What follows belongs to an exercise in optimizing a design on an open flow for small area; a production flow would make more cautious choices.
In this exercise RTL edits were held to simulation tests only and were not proved equivalent to the original.
No activity file was given, so power comes from the tool's default toggle rates.

## design.v

```verilog
`resetall
`timescale 1ns / 1ps
`default_nettype none
module gpio_axil #
(
    parameter NUM_GPIO = 32,  
    parameter AXIL_ADDR_WIDTH = 16,
    parameter AXIL_ADDR_BASE = 0,
    parameter RB_NEXT_PTR = 0
)
(
    input  wire                         clk,
    input  wire                         rst,
    input  wire [AXIL_ADDR_WIDTH-1:0]   s_axil_awaddr,
    input  wire [2:0]                   s_axil_awprot,
    input  wire                         s_axil_awvalid,
    output wire                         s_axil_awready,
    input  wire [31:0]                  s_axil_wdata,
    input  wire [3:0]                   s_axil_wstrb,
    input  wire                         s_axil_wvalid,
    output wire                         s_axil_wready,
    output wire [1:0]                   s_axil_bresp,
    output wire                         s_axil_bvalid,
    input  wire                         s_axil_bready,
    input  wire [AXIL_ADDR_WIDTH-1:0]   s_axil_araddr,
    input  wire [2:0]                   s_axil_arprot,
    input  wire                         s_axil_arvalid,
    output wire                         s_axil_arready,
    output wire [31:0]                  s_axil_rdata,
    output wire [1:0]                   s_axil_rresp,
    output wire                         s_axil_rvalid,
    input  wire                         s_axil_rready,
    output wire                         irq,
    input  wire [NUM_GPIO-1:0]          gpio_i,
    output wire [NUM_GPIO-1:0]          gpio_t,
    output wire [NUM_GPIO-1:0]          gpio_o
);
localparam [31:0] ID_VALUE  = 32'h294EC110;
localparam [31:0] REV_VALUE = 32'h00000100;
localparam [31:0] PTR_VALUE = RB_NEXT_PTR;
localparam [31:0] CNT_VALUE = NUM_GPIO;
reg s_axil_awready_reg;
reg s_axil_bvalid_reg;
reg s_axil_arready_reg;
reg s_axil_rvalid_reg;
reg [31:0] s_axil_rdata_reg;
assign s_axil_awready = s_axil_awready_reg;
assign s_axil_wready = s_axil_awready_reg;
assign s_axil_bresp = 2'b00;
assign s_axil_bvalid = s_axil_bvalid_reg;
assign s_axil_arready = s_axil_arready_reg;
assign s_axil_rdata = s_axil_rdata_reg;
assign s_axil_rresp = 2'b00;
assign s_axil_rvalid = s_axil_rvalid_reg;
reg software_rst;
reg [31:0] data_tristate_reg;  
reg [31:0] data_output_reg;
reg [31:0] data_input_reg_n;       
reg [31:0] data_input_reg_last_n;  
assign gpio_o = data_output_reg[NUM_GPIO-1:0];
assign gpio_t = data_tristate_reg[NUM_GPIO-1:0];
reg [31:0] irq_redge_en;
reg [31:0] irq_fedge_en;
reg [31:0] irq_bit_mask;
reg [31:0] irq_status_summary_last;
wire do_axil_write = s_axil_awvalid && s_axil_wvalid && !s_axil_awready_reg &&
                     (!s_axil_bvalid_reg || s_axil_bready);
wire do_axil_read  = s_axil_arvalid && !s_axil_arready_reg &&
                     (!s_axil_rvalid_reg || s_axil_rready);
wire       wr_blk  = do_axil_write && (s_axil_awaddr[15:6] == 10'd0);
wire [3:0] wr_word = s_axil_awaddr[5:2];
wire wr_swrst = wr_blk && (wr_word == 4'h4) && (s_axil_wdata == 32'h0000000A);
wire wr_clear = wr_blk && (wr_word == 4'hF) && (s_axil_wdata == 32'h00000001);
wire [3:0] st_dir   = {4{wr_blk && (wr_word == 4'h9)}} & s_axil_wstrb;
wire [3:0] st_out   = {4{wr_blk && (wr_word == 4'hA)}} & s_axil_wstrb;
wire [3:0] st_redge = {4{wr_blk && (wr_word == 4'hC)}} & s_axil_wstrb;
wire [3:0] st_fedge = {4{wr_blk && (wr_word == 4'hD)}} & s_axil_wstrb;
wire [3:0] st_mask  = {4{wr_blk && (wr_word == 4'hE)}} & s_axil_wstrb;
wire kill = rst || software_rst;
wire [31:0] nx_dir, nx_out, nx_redge, nx_fedge, nx_mask, nx_last;
genvar gb;
generate
    for (gb = 0; gb < 4; gb = gb + 1) begin : g_byte
        gpio_axil_ld8n u_dir (
            .q_n(data_tristate_reg[gb*8 +: 8]), .d(s_axil_wdata[gb*8 +: 8]),
            .hold_n(st_dir[gb] || kill), .load(st_dir[gb] && !kill),
            .y_n(nx_dir[gb*8 +: 8]));
        gpio_axil_ld8 u_out (
            .q(data_output_reg[gb*8 +: 8]), .d(s_axil_wdata[gb*8 +: 8]),
            .hold(!st_out[gb] && !kill), .load(st_out[gb] && !kill),
            .y(nx_out[gb*8 +: 8]));
        gpio_axil_ld8 u_redge (
            .q(irq_redge_en[gb*8 +: 8]), .d(s_axil_wdata[gb*8 +: 8]),
            .hold(!st_redge[gb] && !rst), .load(st_redge[gb] && !rst),
            .y(nx_redge[gb*8 +: 8]));
        gpio_axil_ld8 u_fedge (
            .q(irq_fedge_en[gb*8 +: 8]), .d(s_axil_wdata[gb*8 +: 8]),
            .hold(!st_fedge[gb] && !rst), .load(st_fedge[gb] && !rst),
            .y(nx_fedge[gb*8 +: 8]));
        gpio_axil_ld8 u_mask (
            .q(irq_bit_mask[gb*8 +: 8]), .d(s_axil_wdata[gb*8 +: 8]),
            .hold(!st_mask[gb] && !rst), .load(st_mask[gb] && !rst),
            .y(nx_mask[gb*8 +: 8]));
        gpio_axil_ld8 u_last (
            .q(data_input_reg_last_n[gb*8 +: 8]), .d(data_input_reg_n[gb*8 +: 8]),
            .hold(software_rst), .load(!software_rst),
            .y(nx_last[gb*8 +: 8]));
    end
endgenerate
wire [31:0] new_events;
wire [31:0] nx_status;
reg  status_zero;
wire capture     = status_zero && !software_rst;
wire status_clr  = rst || wr_clear;
genvar gi;
generate
    for (gi = 0; gi < 32; gi = gi + 1) begin : g_irq
        gpio_axil_irq1 u_irq (
            .cur_n(data_input_reg_n[gi]), .prev_n(data_input_reg_last_n[gi]),
            .redge(irq_redge_en[gi]), .fedge(irq_fedge_en[gi]), .mask(irq_bit_mask[gi]),
            .status(irq_status_summary_last[gi]), .capture(capture), .clr(status_clr),
            .event_o(new_events[gi]), .status_next(nx_status[gi]));
    end
endgenerate
assign irq = status_zero && (|new_events);
wire       rd_hold = s_axil_rvalid_reg && !s_axil_rready;
wire       rd_blk  = !rd_hold && (s_axil_araddr[15:6] == 10'd0);
wire [3:0] rd_word = s_axil_araddr[5:2];
wire [5:0] rd_sel = {
    rd_hold,
    rd_blk && (rd_word == 4'hF),    
    rd_blk && (rd_word == 4'hE),    
    rd_blk && (rd_word == 4'hD),    
    rd_blk && (rd_word == 4'hC),    
    rd_blk && (rd_word == 4'hA)     
};
wire [1:0] rd_sel_n = {
    !(rd_blk && (rd_word == 4'hB)),  
    !(rd_blk && (rd_word == 4'h9))   
};
wire rs_id  = rd_blk && (rd_word == 4'h0);
wire rs_rev = rd_blk && (rd_word == 4'h1);
wire rs_ptr = rd_blk && (rd_word == 4'h2);
wire rs_cnt = rd_blk && (rd_word == 4'h8);
wire [31:0] rd_const_n = ~(({32{rs_id}}  & ID_VALUE) |
                           ({32{rs_rev}} & REV_VALUE) |
                           ({32{rs_ptr}} & PTR_VALUE) |
                           ({32{rs_cnt}} & CNT_VALUE));
wire [31:0] nx_rdata;
genvar gr;
generate
    for (gr = 0; gr < 32; gr = gr + 1) begin : g_rd
        if ((ID_VALUE[gr] | REV_VALUE[gr] | PTR_VALUE[gr] | CNT_VALUE[gr]) != 1'b0) begin : g_c
            gpio_axil_rd8c u_rd (
                .sel(rd_sel),
                .d({s_axil_rdata_reg[gr], irq_status_summary_last[gr], irq_bit_mask[gr],
                    irq_fedge_en[gr], irq_redge_en[gr], data_output_reg[gr]}),
                .sel_n(rd_sel_n), .d_n({data_input_reg_n[gr], data_tristate_reg[gr]}),
                .c_n(rd_const_n[gr]), .y(nx_rdata[gr]));
        end else begin : g_n
            gpio_axil_rd8 u_rd (
                .sel(rd_sel),
                .d({s_axil_rdata_reg[gr], irq_status_summary_last[gr], irq_bit_mask[gr],
                    irq_fedge_en[gr], irq_redge_en[gr], data_output_reg[gr]}),
                .sel_n(rd_sel_n), .d_n({data_input_reg_n[gr], data_tristate_reg[gr]}),
                .y(nx_rdata[gr]));
        end
    end
endgenerate
always @(posedge clk) begin
    s_axil_awready_reg <= !rst && do_axil_write;
    s_axil_bvalid_reg  <= !rst && (do_axil_write || (s_axil_bvalid_reg && !s_axil_bready));
    s_axil_arready_reg <= !rst && do_axil_read;
    s_axil_rvalid_reg  <= !rst && (do_axil_read || (s_axil_rvalid_reg && !s_axil_rready));
    software_rst       <= !rst && wr_swrst;
    data_tristate_reg <= nx_dir;
    data_output_reg <= nx_out;
    irq_redge_en    <= nx_redge;
    irq_fedge_en    <= nx_fedge;
    irq_bit_mask    <= nx_mask;
    data_input_reg_n <= ~(gpio_i & {32{!kill}});
    data_input_reg_last_n <= nx_last;
    irq_status_summary_last <= nx_status;
    status_zero <= status_clr || (status_zero && (software_rst || !(|new_events)));
    s_axil_rdata_reg <= nx_rdata;
end
endmodule
module gpio_axil_ld8
(
    input  wire [7:0] q,
    input  wire [7:0] d,
    input  wire       hold,
    input  wire       load,
    output wire [7:0] y
);
assign y = (q & {8{hold}}) | (d & {8{load}});
endmodule
module gpio_axil_irq1
(
    input  wire cur_n,
    input  wire prev_n,
    input  wire redge,
    input  wire fedge,
    input  wire mask,
    input  wire status,
    input  wire capture,
    input  wire clr,
    output wire event_o,
    output wire status_next
);
wire rise_n, fall_n, keep_n;
gpio_axil_nand4b u_rise (.a_n(cur_n),  .b(prev_n), .c(redge), .d(mask), .y(rise_n));
gpio_axil_nand4b u_fall (.a_n(prev_n), .b(cur_n),  .c(fedge), .d(mask), .y(fall_n));
gpio_axil_nand2  u_ev   (.a(rise_n), .b(fall_n), .y(event_o));
gpio_axil_aoi21  u_keep (.a1(capture), .a2(event_o), .b1(status), .y(keep_n));
gpio_axil_nor2   u_next (.a(clr), .b(keep_n), .y(status_next));
endmodule
module gpio_axil_rd8
(
    input  wire [5:0] sel,
    input  wire [5:0] d,
    input  wire [1:0] sel_n,
    input  wire [1:0] d_n,
    output wire       y
);
wire [2:0] t;
gpio_axil_aoi222 u_t0 (.a1(sel[0]), .a2(d[0]), .b1(sel[1]), .b2(d[1]), .c1(sel[2]), .c2(d[2]), .y(t[0]));
gpio_axil_aoi222 u_t1 (.a1(sel[3]), .a2(d[3]), .b1(sel[4]), .b2(d[4]), .c1(sel[5]), .c2(d[5]), .y(t[1]));
gpio_axil_o22a   u_t2 (.a1(sel_n[0]), .a2(d_n[0]), .b1(sel_n[1]), .b2(d_n[1]), .x(t[2]));
gpio_axil_nand3  u_y  (.a(t[0]), .b(t[1]), .c(t[2]), .y(y));
endmodule
module gpio_axil_rd8c
(
    input  wire [5:0] sel,
    input  wire [5:0] d,
    input  wire [1:0] sel_n,
    input  wire [1:0] d_n,
    input  wire       c_n,
    output wire       y
);
wire [2:0] t;
gpio_axil_aoi222 u_t0 (.a1(sel[0]), .a2(d[0]), .b1(sel[1]), .b2(d[1]), .c1(sel[2]), .c2(d[2]), .y(t[0]));
gpio_axil_aoi222 u_t1 (.a1(sel[3]), .a2(d[3]), .b1(sel[4]), .b2(d[4]), .c1(sel[5]), .c2(d[5]), .y(t[1]));
gpio_axil_o22a   u_t2 (.a1(sel_n[0]), .a2(d_n[0]), .b1(sel_n[1]), .b2(d_n[1]), .x(t[2]));
gpio_axil_nand4  u_y  (.a(t[0]), .b(t[1]), .c(t[2]), .d(c_n), .y(y));
endmodule
module gpio_axil_ld8n
(
    input  wire [7:0] q_n,
    input  wire [7:0] d,
    input  wire       hold_n,
    input  wire       load,
    output wire [7:0] y_n
);
assign y_n = ~((~q_n & {8{~hold_n}}) | (d & {8{load}}));
endmodule
module gpio_axil_nand2 (input wire a, input wire b, output wire y);
assign y = ~(a & b);
endmodule
module gpio_axil_nand3 (input wire a, input wire b, input wire c, output wire y);
assign y = ~(a & b & c);
endmodule
module gpio_axil_nand4 (input wire a, input wire b, input wire c, input wire d, output wire y);
assign y = ~(a & b & c & d);
endmodule
module gpio_axil_nor2 (input wire a, input wire b, output wire y);
assign y = ~(a | b);
endmodule
module gpio_axil_nand4b (input wire a_n, input wire b, input wire c, input wire d, output wire y);
assign y = ~(~a_n & b & c & d);
endmodule
module gpio_axil_aoi21 (input wire a1, input wire a2, input wire b1, output wire y);
assign y = ~((a1 & a2) | b1);
endmodule
module gpio_axil_aoi22 (input wire a1, input wire a2, input wire b1, input wire b2, output wire y);
assign y = ~((a1 & a2) | (b1 & b2));
endmodule
module gpio_axil_aoi221 (input wire a1, input wire a2, input wire b1, input wire b2, input wire c1,
                         output wire y);
assign y = ~((a1 & a2) | (b1 & b2) | c1);
endmodule
module gpio_axil_o22a (input wire a1, input wire a2, input wire b1, input wire b2, output wire x);
assign x = (a1 | a2) & (b1 | b2);
endmodule
module gpio_axil_aoi222 (input wire a1, input wire a2, input wire b1, input wire b2, input wire c1,
                         input wire c2, output wire y);
assign y = ~((a1 & a2) | (b1 & b2) | (c1 & c2));
endmodule
`resetall
```

## flow/run.sh

```bash
#!/bin/bash
# Standard layout, except: combinational cells start at their smallest drive
# strength, the ports get the smallest buffer, and the clock tree uses
# larger leaf clusters.
set -o pipefail
here=$(cd "$(dirname "$0")" && pwd)
bash standard.sh \
  "PRE_FLOORPLAN_TCL=$here/downsize.tcl" \
  "BUFFER_PORTS_ARGS=-buffer_cell sky130_fd_sc_hd__buf_1" \
  "CTS_ARGS=-sink_clustering_enable -repair_clock_nets -dont_use_dummy_load -buf_list sky130_fd_sc_hd__clkbuf_8 -sink_clustering_size 24 -sink_clustering_max_diameter 45" \
  finish > standard.log 2>&1
```

## flow/downsize.tcl

```tcl
# Before floorplanning: put every combinational cell at the smallest drive
# strength of its function. The repairs later in the flow size up whatever
# timing, slew or capacitance needs.
set ds_dont_use $::env(DONT_USE_CELLS)
set ds_count 0
foreach inst [get_cells *] {
  set master [get_property $inst ref_name]
  if {![regexp {^(sky130_fd_sc_hd__[a-z0-9]+)_([0-9]+)$} $master -> base drive]} { continue }
  if {[regexp {__(df|edf|sdf|dl|conb|tap|fill|decap|clk)} $base]} { continue }
  set best $master
  set best_area [get_property [lindex [get_lib_cells */$master] 0] area]
  foreach cand [get_lib_cells */${base}_*] {
    set cname [get_name $cand]
    if {![regexp "^${base}_\[0-9\]+\$" $cname]} { continue }
    if {[lsearch -exact $ds_dont_use $cname] >= 0} { continue }
    set a [get_property $cand area]
    if {$a < $best_area - 1e-6} { set best $cname; set best_area $a }
  }
  if {$best ne $master} {
    replace_cell $inst [lindex [get_lib_cells */$best] 0]
    incr ds_count
  }
}
puts "downsize: $ds_count cells set to their smallest drive strength"
```

## standard.sh

```bash
#!/bin/bash
# synth_recipe.tcl (not shown) runs the flow's synth.tcl, then flattens the netlist and writes it again
# the make line also repeats each setting of config.mk as NAME=value (left out here)
make -C /OpenROAD-flow-scripts/flow DESIGN_CONFIG=/design/flow/config.mk WORK_HOME=/design/flow/orfs CLKGATE_MAP_FILE= SYNTH_SCRIPT=/design/flow/synth_recipe.tcl "${@:-finish}"
```

## config.mk

```make
export PLATFORM = sky130hd
export DESIGN_NAME = gpio_axil
export DESIGN_NICKNAME = gpio_axil
export VERILOG_FILES = /design/flow/design.v
export SDC_FILE = /design/flow/constraint.sdc
export NUM_CORES = 4
export LEC_CHECK = 0
export CAP_MARGIN = 20
export CORE_MARGIN = 2
export CORE_UTILIZATION = 57
export SLEW_MARGIN = 20
export SYNTH_HIERARCHICAL = 1
```

## constraint.sdc

```tcl
create_clock -name core_clock -period 5.0 [get_ports {clk}]
set_input_delay 1.0000 -clock core_clock [delete_from_list [all_inputs] [get_ports {clk}]]
set_output_delay 1.0000 -clock core_clock [all_outputs]
set_load 0.01 [all_outputs]
```

==> run_results.csv, run 1 <==
group,metric,value,unit
die,core,18580,um^2
setup_path,startpoint_type,"flop",
layout,drive_above_1_share,0.05004,
global_route,grt_pass1_wl,53.23,mm
timing,tightest_slew,1.072,ns
detailed_routing,wire_per_inst,25.09,um
cts,clock_latency,0.60,ns
layout,fin_nets,1314,
detailed_routing,ant_nets,0,
global_route,grt_pass1_vias,9150,
die,row_count,50,
power,finalPower,0.003836,W
cts,cts_sinks,294,
cts,post_cts_buffers,0,
setup_path,crit_start,"data_input_reg_n[16]",
placed_design,dp_slack,1.194,ns
die,die_y,141.1,um
timing,finalSetupTns,0,ns
placed_design,numPortBuffers,204,
setup_path,timing.rr.start,"s_axil_awready_reg",
cts,cts_tree,"yes",
timing,period_share,0.6972,
global_route,grt_max_degree,36,
placed_design,hpwl,22.06,mm
cts,cts.clk_slew.worst_paths,0.07,ns
cts,cts-root-buf,"clkbuf_8",
cts,cts_buffer_depth,3,
cts,holdBufCountCts,0,
timing,slew_viol_final,0,
detailed_routing,via_per_inst,6.902,
power,leakagePower,4.640,nW
cts,ctsResizeCount,0,
timing,fmax,286.9,MHz
worst_hold_path,worstHoldPathType,"reg -> reg",
setup_path,path_class,"reg -> out",
die,io_pins,219,
global_route,antenna_found_initial,3,
detailed_routing,dr.first_iter.drc_count,1285,
setup_path,r2r_cells,6,
power,powerDensity,315.8,nW/um^2
timing,fin_skew,0.05944,ns
global_route,grt_use_total,0.3472,
die,start_util,0.5768,
power,peakVddDrop,0.0002091,V
timing,fin_crit,3.486,ns
layout,final_area,12150,um^2
detailed_routing,drc,0,
global_route,grt_overflow_total,0,
run,maxCapViolCount,0,
timing,hold_slack,0.4869,ns
setup_path,critPathCaptureType,"output pin",
setup_path,worstPathRequired,4.00,ns
setup_path,crit_path_max_fanout,4,
synthesis,synth_cells,1004,
timing,rsz0062_at_grt,"no",
placed_design,place_congestion,0.8375,
die,dieArea,19920,um^2
timing,worst_slack,1.514,ns
setup_path,endpoint,"irq",
cts,numCtsBuffers,29,
synthesis,synth_warnings,7,
setup_path,cp.arrival,2.49,ns
die,fp.dieW,141.1,um
layout,nFillCells,1578,
cts,cts-htree-levels,1,
placed_design,placed_area,11740,um^2
status,outcome,"no timing/DRC/antenna violations",
timing,hold_viol,0,
detailed_routing,dr_total_vias,9911,
setup_path,r2r_slack,2.14,ns
setup_path,reg2reg_to,"data_output_reg[23]",
timing,setup_violations,0,
detailed_routing,dr.pass1.iters,6,
timing,slew_headroom,0.2852,
detailed_routing,routed_wl,36.03,mm
-- worst max-delay path: stages, from the launching register on --
cell,delay (ns)
dfxtp_1,0.38
nand4b_1,0.13
nand2_1,0.07
nor4_1,0.74
nand4_1,0.21
o21a_1,0.23
buf_1,0.17
-- stage by stage --
stage / cells / util
3_5_place_dp: 1404 / 0.6319
3_3_place_gp: 1404 / 0.6319
5_1_grt: 1435 / 0.6536
4_1_cts: 1433 / 0.6533
2_1_floorplan: 1007 / -
6_report: 1436 / 0.6537
-- layout by cell type, fill, tap and decap left out, types with 2 or more instances in the layout --
cell       count
nor2_2         2
diode_2        3
nor3_2         2
o22a_1        32
nand3_1       27
dfxtp_1      294
nand2b_1       8
nor4_1        20
a222oi_1      64
or2_2          2
conb_1         4
or4_1          3
nor4b_1        3
nand4_1       18
and3_1         7
nor3_1         8
inv_1          6
a21oi_1       50
nand4b_1      64
a22o_1       160
o21ai_0        5
buf_4         20
a2bb2oi_1     32
nor2_1        50
clkbuf_8      29
buf_1        204
nand2_1       69
nor2b_1        3
-- report_power, final --
group	internal (W)	total [W]	switching, W	leakage (nW)
Sequential	0.00237	0.00240	0.0000254	2.39
Combinational	0.0000590	0.000174	0.000115	2.04
Clock	0.000514	0.00127	0.000752	0.209
Total	0.00294	0.00384	0.000892	4.64
-- how the worst min path moves through the flow --
stage,startpoint,slack (ns),cells after the start,to
after floorplan,irq_status_summary_last[0],0.45,2,s_axil_rdata_reg[0]
after global placement,irq_status_summary_last[0],0.46,2,irq_status_summary_last[0]
after detailed placement,irq_status_summary_last[0],0.47,2,s_axil_rdata_reg[0]
after CTS,irq_status_summary_last[6],0.47,2,s_axil_rdata_reg[6]
after global routing,data_tristate_reg[21],0.50,1,data_tristate_reg[21]
final,irq_status_summary_last[29],0.49,2,s_axil_rdata_reg[29]
-- cell type report --
cell class / instances / area (um^2) / area share
Antenna cell: 3 / 7.507 / 0.0006180
Clock buffer: 29 / 399.1 / 0.03286
Inverter: 8 / 30.03 / 0.002472
Multi-Input combinational cell: 644 / 4616 / 0.3800
Sequential cell: 294 / 5886 / 0.4846
Tap cell: 234 / 292.8 / 0.02410
Timing Repair Buffer: 224 / 915.9 / 0.07540
-- metal layers --
metal,global-route usage,wire length (um),up-vias
met3,0.09205,4083,89
met4,0.1368,1247,0
li1,-,-,4411
met5,0,0,-
met2,0.5164,15740,621
met1,0.4835,14960,4790
==> run 2, diff against run 1 <==
--- a/flow/run.sh
+++ b/flow/run.sh
@@ -7,5 +7,5 @@
 bash standard.sh \
   "PRE_FLOORPLAN_TCL=$here/downsize.tcl" \
   "BUFFER_PORTS_ARGS=-buffer_cell sky130_fd_sc_hd__buf_1" \
-  "CTS_ARGS=-sink_clustering_enable -repair_clock_nets -dont_use_dummy_load -buf_list sky130_fd_sc_hd__clkbuf_8 -sink_clustering_size 24 -sink_clustering_max_diameter 45" \
+  "CTS_ARGS=-sink_clustering_enable -repair_clock_nets -dont_use_dummy_load -buf_list sky130_fd_sc_hd__clkbuf_8 -sink_clustering_size 20 -sink_clustering_max_diameter 60" \
   finish > standard.log 2>&1
==> run 2 against run 1 <==
  * Setup slack better by 0.055 ns
  * First-iteration DRC count up 0.62%
  * Routed wire length fell by 0.13%
  * Final cell count down 0.70%
  * Sequential power about the same
  * Largest cell class unchanged
  * Combinational power is essentially flat
  * Still clean on timing, DRC and antenna
==> run_results.csv, run 2 <==
group,metric,value,unit
cts,cts_tree,"yes",
detailed_routing,via_per_inst,6.959,
timing,slew_viol_final,0,
detailed_routing,dr.pass1.iters,9,
setup_path,path_class,"reg -> out",
timing,slew_headroom,0.2731,
placed_design,placed_area,11740,um^2
die,core,18580,um^2
setup_path,startpoint_type,"flop",
placed_design,hpwl,22.06,mm
power,combPwrFrac,0.048,
power,pwr-share-seq,0.657,
timing,rsz0062_at_grt,"no",
setup_path,cp.arrival,2.43,ns
global_route,grt_pass1_wl,53.16,mm
die,start_util,0.5768,
die,die_y,141.1,um
die,fp.dieW,141.1,um
cts,clock_latency,0.55,ns
power,p_int,0.002793,W
die,row_count,50,
cts,holdBufCountCts,0,
cts,ctsResizeCount,0,
power,p_sw,0.0008541,W
detailed_routing,dr.first_iter.drc_count,1293,
setup_path,crit_start,"data_input_reg_n[19]",
timing,setup_violations,0,
worst_hold_path,worstHoldPathType,"reg -> reg",
run,maxCapViolCount,0,
timing,period_share,0.6861,
global_route,grt_pass1_vias,9096,
placed_design,place_congestion,0.8375,
timing,fmax,291.5,MHz
detailed_routing,ant_nets,0,
layout,mostFrequentLayoutCells,"dfxtp_1 (294), buf_1 (204), a22o_1 (160)",
cts,numCtsBuffers,20,
synthesis,synth_warnings,7,
status,outcome,"no timing/DRC/antenna violations",
timing,hold_viol,0,
timing,fin_crit,3.431,ns
detailed_routing,routed.top_layer,"met4",
global_route,grt_overflow_total,0,
cts,cts-htree-levels,1,
layout,final_area,12020,um^2
timing,finalSetupTns,0,ns
power,peakVddDrop,0.0002000,V
setup_path,worstPathRequired,4.00,ns
power,pwr-share-clk,0.295,
detailed_routing,met2_length,15.57,mm
power,p_sw_frac,0.2342,
timing,tightest_slew,1.088,ns
cts,cts_buffer_depth,3,
detailed_routing,routed_wl,35.98,mm
power,powerDensity,303.4,nW/um^2
setup_path,timing.rr.start,"s_axil_awready_reg",
cts,cts-root-buf,"clkbuf_8",
layout,fin_util,0.6469,
cts,cts_sinks,294,
worst_hold_path,hp-start,"irq_status_summary_last[6]",
detailed_routing,wl_met3,4.345,mm
timing,fin_skew,0.04977,ns
cts,cts.clk_slew.worst_paths,0.12,ns
detailed_routing,dr_total_vias,9923,
power,leakagePower,4.575,nW
global_route,antenna_found_initial,2,
detailed_routing,wl_met1,14.69,mm
synthesis,synth_cells,1004,
cts,post_cts_buffers,0,
detailed_routing,drc,0,
placed_design,numPortBuffers,204,
setup_path,critPathCaptureType,"output pin",
layout,drive_above_1_share,0.04286,
die,dieArea,19920,um^2
setup_path,crit_path_max_fanout,4,
layout,fin_nets,1305,
die,io_pins,219,
global_route,grt_use_total,0.3457,
detailed_routing,wire_per_inst,25.23,um
global_route,grt_max_degree,36,
layout,final_common_cell,"dfxtp_1",
[run 2: layout make-up]
type | count | area [um^2]
clock buffers | 20 | 275.3
multi-input cells | 644 | 4616
inverters | 8 | 30.03
repair buffers | 224 | 915.9
fillers | 1598 | 6560
flip-flops and latches | 294 | 5886
diodes | 2 | 5.005
well taps | 234 | 292.8
[run 2: path summary, 6_finish.rpt]
check                              to  slack, ns  depth (start not counted)
setup / recovery                  irq       1.57                          6
hold / removal    s_axil_rdata_reg[6]       0.48                          2
setup reg to reg  data_output_reg[19]       2.07                          6
hold reg to reg   s_axil_rdata_reg[6]       0.48                          2
[run 2: stage by stage]
stage	std cells	worst slack [ns]	power (W)	hold WS, ns
6_report	1426	1.569	0.003647	0.4822
5_1_grt	1425	1.344	0.003754	0.5031
4_1_cts	1424	1.600	0.003653	0.4781
3_5_place_dp	1404	1.194	0.002617	0.4668
3_3_place_gp	1404	1.259	0.002614	0.4636
2_1_floorplan	1007	1.364	0.002520	0.4492
[run 2: critical path, stage by stage (launching register included)]
cell and delay (ns):
dfxtp_1 0.38, nand4b_1 0.13, nand2_1 0.08, nor4_1 0.70, nand4_1 0.21, o21a_1 0.23, buf_1 0.17
[run 2: per-layer routing]
layer  vias up  track usage
met4         0       0.1295
met2       672       0.5187
li1       4399            -
met5         -            0
met3       102      0.09239
met1      4750       0.4798
[run 2: power by group through the flow]
stage,Sequential (W),Clock [W],Combinational (W)
after floorplan,0.00244,0,0.0000777
after global placement,0.00245,0,0.000167
after detailed placement,0.00245,0,0.000169
after CTS,0.00240,0.00109,0.000169
after global routing,0.00240,0.00117,0.000185
final,0.00240,0.00108,0.000174
==> run 3, diff against run 2 <==
--- a/flow/run.sh
+++ b/flow/run.sh
@@ -7,5 +7,5 @@
 bash standard.sh \
   "PRE_FLOORPLAN_TCL=$here/downsize.tcl" \
   "BUFFER_PORTS_ARGS=-buffer_cell sky130_fd_sc_hd__buf_1" \
-  "CTS_ARGS=-sink_clustering_enable -repair_clock_nets -dont_use_dummy_load -buf_list sky130_fd_sc_hd__clkbuf_8 -sink_clustering_size 20 -sink_clustering_max_diameter 60" \
+  "CTS_ARGS=-sink_clustering_enable -repair_clock_nets -dont_use_dummy_load -buf_list sky130_fd_sc_hd__clkbuf_8 -sink_clustering_size 18 -sink_clustering_max_diameter 60" \
   finish > standard.log 2>&1
--- a/config.mk
+++ b/config.mk
@@ -7,6 +7,6 @@
 export LEC_CHECK = 0
 export CAP_MARGIN = 20
 export CORE_MARGIN = 2
-export CORE_UTILIZATION = 57
+export CORE_UTILIZATION = 50
 export SLEW_MARGIN = 20
 export SYNTH_HIERARCHICAL = 1
==> run 3 against run 2 <==
  * Still clean on timing, DRC and antenna
  * Hold slack worse by 0.038 ns
  * Final cell count grew 3.2%
  * Via count fell by 2.0%
  * Highest routed layer unchanged
==> run_results.csv, run 3 <==
group,metric,value,unit
power,leakagePower,4.608,nW
setup_path,cp.arrival,2.46,ns
cts,ctsResizeCount,0,
layout,mostFrequentLayoutCells,"dfxtp_1 (294), buf_1 (204), a22o_1 (160)",
timing,fin_crit,3.456,ns
setup_path,worstPathRequired,4.00,ns
worst_hold_path,holdPathEnd,"s_axil_rdata_reg[8]",
setup_path,r2r_slack,2.08,ns
layout,final_area,12130,um^2
layout,final_common_cell,"dfxtp_1",
setup_path,reg2reg_to,"data_tristate_reg[2]",
timing,period_share,0.6912,
cts,cts-root-buf,"clkbuf_8",
cts,cts_tree,"yes",
setup_path,critPathCaptureType,"output pin",
detailed_routing,dr.pass1.iters,6,
cts,post_cts_buffers,0,
worst_hold_path,worstHoldPathType,"reg -> reg",
cts,numCtsBuffers,24,
setup_path,r2r_cells,6,
global_route,grt_use_total,0.3177,
cts,cts-htree-levels,1,
die,dieArea,22620,um^2
run,maxCapViolCount,0,
layout,drive_above_1_share,0.04686,
global_route,grt_max_degree,34,
setup_path,crit_path_max_fanout,4,
synthesis,synth_warnings,7,
timing,hold_viol,0,
die,start_util,0.5099,
layout,nFillCells,1897,
cts,holdBufCountCts,0,
status,outcome,"no timing/DRC/antenna violations",
die,core,21020,um^2
layout,fin_nets,1310,
power,powerDensity,308.5,nW/um^2
setup_path,startpoint_type,"flop",
cts,clock_latency,0.56,ns
cts,cts.clk_slew.worst_paths,0.11,ns
global_route,antenna_found_initial,2,
die,row_count,53,
detailed_routing,dr_total_vias,9729,
detailed_routing,ant_nets,0,
timing,finalSetupTns,0,ns
global_route,grt_overflow_total,0,
setup_path,path_class,"reg -> out",
die,fp.dieW,150.4,um
cts,cts_sinks,294,
timing,setup_violations,0,
global_route,grt_pass1_vias,9042,
detailed_routing,drc,0,
placed_design,numPortBuffers,204,
power,peakVddDrop,0.0002229,V
detailed_routing,routed_wl,36.88,mm
placed_design,placed_area,11800,um^2
cts,cts_buffer_depth,3,
die,die_y,150.4,um
layout,multiInputGateArea,4616,um^2
timing,slew_viol_final,0,
detailed_routing,dr.first_iter.drc_count,1171,
timing,tightest_slew,1.051,ns
timing,fmax,289.3,MHz
global_route,grt_pass1_wl,54.64,mm
worst_hold_path,hp-start,"irq_status_summary_last[8]",
setup_path,timing.rr.start,"s_axil_awready_reg",
synthesis,synth_cells,1004,
detailed_routing,wire_per_inst,25.05,um
timing,slew_headroom,0.2895,
timing,fin_skew,0.04866,ns
placed_design,place_congestion,0.8359,
placed_design,hpwl,23.07,mm
timing,rsz0062_at_grt,"no",
layout,register_area,5886,um^2
die,io_pins,219,
worst_hold_path,worstHoldPathCells,2,
detailed_routing,via_per_inst,6.609,
## run 3: cell types whose count changed in the layout (fill, tap and decap cells not counted)
cell	change
buf_4	+1
clkbuf_8	+4
## run 3: how the worst max path moves through the flow
stage               cells after the start            startpoint              endpoint  slack (ns)
finish                                  6  data_input_reg_n[16]                   irq        1.54
global route                            6  data_input_reg_n[16]                   irq        1.45
CTS                                     6  data_input_reg_n[16]                   irq        1.54
detailed placement                      7      s_axil_awaddr[7]  data_tristate_reg[0]        1.06
global placement                        7      s_axil_awaddr[7]  data_tristate_reg[2]        1.08
floorplan                               5     s_axil_araddr[10]  s_axil_rdata_reg[14]        1.36
## run 3: area by class of cell
class	count	share of cell area
Antenna cell	2	0.0004125
Clock buffer	24	0.02722
Inverter	8	0.002475
Multi-Input combinational cell	644	0.3804
Sequential cell	294	0.4850
Tap cell	275	0.02836
Timing Repair Buffer	225	0.07610
## run 3: critical path, stage by stage, from the launching register on
cell and delay (ns):
dfxtp_1 0.40, nand4b_1 0.13, nand2_1 0.08, nor4_1 0.67, nand4_1 0.21, o21a_1 0.23, buf_1 0.17
## run 3: metrics by stage
step	hold WS [ns]	power, W	util	cells	setup WS (ns)
floorplan	0.4492	0.002520	-	1007	1.364
global placement	0.4614	0.002616	0.5613	1446	1.081
detailed placement	0.4652	0.002618	0.5613	1446	1.062
CTS	0.4476	0.003749	0.5770	1470	1.544
global route	0.4614	0.003864	0.5771	1471	1.454
finish	0.4447	0.003743	0.5772	1472	1.544
## run 3: report_power, final
group	switching (W)	total [W]	internal, W
Combinational	0.000114	0.000173	0.0000590
Clock	0.000745	0.00117	0.000430
Sequential	0.0000251	0.00240	0.00237
## run 3: per-layer routing
metal | global-route usage | vias up | share of wire
li1 | - | 4402 | -
met1 | 0.4572 | 4706 | 0.44
met2 | 0.4895 | 560 | 0.45
met3 | 0.05848 | 61 | 0.096
met4 | 0.08726 | 0 | 0.021
met5 | 0 | - | 0
==> run 4, diff against run 3 <==
--- a/config.mk
+++ b/config.mk
@@ -7,6 +7,6 @@
 export LEC_CHECK = 0
 export CAP_MARGIN = 20
 export CORE_MARGIN = 2
-export CORE_UTILIZATION = 50
+export CORE_UTILIZATION = 57
 export SLEW_MARGIN = 20
 export SYNTH_HIERARCHICAL = 1
==> run 4 against run 3 <==
  * Still clean
  * Non-clock buffer count down 1
  * Routed wire length down 2.3%
  * Register-to-register slack better by 0.03 ns
  * Utilization up 7.0 points
  * Sequential cell count unchanged
  * Global-route usage up 2.8 points
  * Clock-buffer cell count down 3
  * Design area down 0.85%
  * Clock power down 5%
  * Critical path depth unchanged
  * Synthesized cell count unchanged
==> run_results.csv, run 4 <==
group,metric,value,unit
cts,numCtsBuffers,21,
cts,cts.clk_slew.worst_paths,0.11,ns
power,powerDensity,305.4,nW/um^2
global_route,grt_pass1_wl,53.04,mm
timing,hold_viol,0,
power,leakagePower,4.583,nW
setup_path,timing.rr.start,"s_axil_awready_reg",
setup_path,r2r_slack,2.11,ns
worst_hold_path,worstHoldPathCells,2,
setup_path,crit_slowest_cell,"nor4_1",
detailed_routing,wire_per_inst,25.26,um
synthesis,synth_cells,1004,
timing,slew_headroom,0.2631,
placed_design,numPortBuffers,204,
global_route,grt_max_degree,36,
layout,final_common_cell,"dfxtp_1",
setup_path,crit_path_max_fanout,4,
synthesis,synth_warnings,7,
cts,cts_tree,"yes",
setup_path,cp_num_buf_inv,1,
worst_hold_path,worstHoldPathType,"reg -> reg",
power,peakVddDrop,0.0002236,V
setup_path,cp.arrival,2.45,ns
cts,ctsResizeCount,0,
cts,cts_sinks,294,
setup_path,path_delay_family,"simple AND/OR/NAND/NOR gates",
die,fp.dieW,141.1,um
die,io_pins,219,
die,core,18580,um^2
detailed_routing,drc,0,
detailed_routing,ant_nets,0,
timing,setup_violations,0,
layout,fin_nets,1306,
layout,drive_above_1_share,0.04366,
layout,nFillCells,1593,
layout,mostFrequentLayoutCells,"dfxtp_1 (294), buf_1 (204), a22o_1 (160)",
worst_hold_path,holdPathEnd,"s_axil_rdata_reg[0]",
timing,fin_skew,0.04042,ns
setup_path,startpoint_type,"flop",
detailed_routing,routed_wl,36.03,mm
setup_path,r2r_cells,5,
global_route,antenna_found_initial,1,
run,maxCapViolCount,0,
die,row_count,50,
setup_path,worstPathRequired,4.00,ns
detailed_routing,dr.first_iter.drc_count,1294,
setup_path,max_stage_delay,0.70,ns
timing,finalSetupTns,0,ns
setup_path,path_cells,"nand4b_1, nand2_1, nor4_1, nand4_1, o21a_1, buf_1",
timing,rsz0062_at_grt,"no",
global_route,grt_use_total,0.3457,
cts,cts-htree-levels,1,
cts,clock_latency,0.55,ns
setup_path,path_class,"reg -> out",
detailed_routing,dr.pass1.iters,9,
placed_design,place_congestion,0.8375,
die,start_util,0.5768,
setup_path,critPathCaptureType,"output pin",
die,dieArea,19920,um^2
cts,cts-root-buf,"clkbuf_8",
setup_path,reg2reg_to,"data_output_reg[6]",
global_route,grt_pass1_vias,9051,
cts,post_cts_buffers,0,
cts,holdBufCountCts,0,
detailed_routing,via_per_inst,6.936,
timing,period_share,0.6903,
timing,slew_viol_final,0,
cts,cts_buffer_depth,3,
timing,tightest_slew,1.103,ns
status,outcome,"no timing/DRC/antenna violations",
timing,fin_crit,3.451,ns
placed_design,hpwl,22.06,mm
worst_hold_path,hp-start,"irq_status_summary_last[0]",
detailed_routing,dr_total_vias,9891,
die,die_y,141.1,um
timing,fmax,289.7,MHz
global_route,grt_overflow_total,0,
layout,fin_util,0.6475,
## run 4: stage by stage
step	hold slack [ns]	total power, W	instances	cell area [um^2]	worst slack [ns]
2_1_floorplan	0.4492	0.002520	1007	10730	1.364
3_3_place_gp	0.4636	0.002614	1404	11740	1.259
3_5_place_dp	0.4668	0.002617	1404	11740	1.194
4_1_cts	0.4906	0.003674	1425	12030	1.585
5_1_grt	0.5031	0.003776	1425	12030	1.324
6_report	0.4886	0.003674	1426	12030	1.549
## run 4: how the worst max path moves through the flow
stage	slack, ns	to	from	cells after the start
after floorplan	1.36	s_axil_rdata_reg[14]	s_axil_araddr[10]	5
after global placement	1.26	data_output_reg[21]	s_axil_awaddr[7]	7
after detailed placement	1.19	data_output_reg[22]	s_axil_awaddr[7]	7
after CTS	1.58	irq	data_input_reg_n[19]	6
after global routing	1.32	irq	data_input_reg_n[19]	6
final	1.55	irq	data_input_reg_n[19]	6
## run 4: cell type report
| class | instances | area (um^2) | share of cell area |
|---|---|---|---|
| Antenna cell | 1 | 2.502 | 0.0002080 |
| Tap cell | 234 | 292.8 | 0.02433 |
| Sequential cell | 294 | 5886 | 0.4892 |
| Clock buffer | 21 | 289.0 | 0.02402 |
| Timing Repair Buffer | 224 | 915.9 | 0.07612 |
| Multi-Input combinational cell | 644 | 4616 | 0.3836 |
| Inverter | 8 | 30.03 | 0.002496 |
## run 4: report_power, final
part / switching (W) / internal [W]
registers: 0.0000253 / 0.00237
clock network: 0.000725 / 0.000380
logic: 0.000114 / 0.0000590
total: 0.000865 / 0.00281
## run 4: per-layer routing
layer  GRT usage  vias to the layer above  wire length, um
li1            -                     4399                -
met1      0.4811                     4769            14830
met2      0.5171                      634            15760
met3     0.09851                       89             4341
met4      0.1205                        0             1091
met5           0                        -                0
## run 4: worst min-delay path, cell delays in order, from the launching register on
cell and delay [ns]:
dfxtp_1 0.35, a222oi_1 0.06, nand3_1 0.07

[port drivers added, routing unchanged]
Ports are ideal in the flow. The routed layouts listed here were re-timed in OpenROAD.
Step 1, drivers: a clkbuf_16 drives clk and a buf_2 each remaining input, both assumed.
Step 2 adds t to the input delays and takes it off the output delays; t is the mean of the earliest and latest rising clock arrival at the registers after step 1. Input paths then give back, and output paths get back, about the clock's delay inside the block.
Three values: ideal, step 1, step 2; two values: the first two.
| run | t (ns) | setup slack, ns | worst setup path at the end | worst data-port slew with drivers (ns) | pins driven straight from the clock port |
|---|---|---|---|---|---|
| run 1 | 0.617 | 1.514 / 1.468 / 1.081 | input to register | 0.08 | 1 |
| run 2 | 0.574 | 1.569 / 1.526 / 1.038 | input to register | 0.08 | 1 |
| run 3 | 0.585 | 1.544 / 1.500 / 1.040 | input to register | 0.08 | 1 |
| run 4 | 0.578 | 1.549 / 1.504 / 1.067 | input to register | 0.08 | 1 |
After both steps setup and hold are still met in every run listed. The setup slack of run 2, which loses most, moves by -0.043 ns with the drivers and by -0.531 ns with both steps.
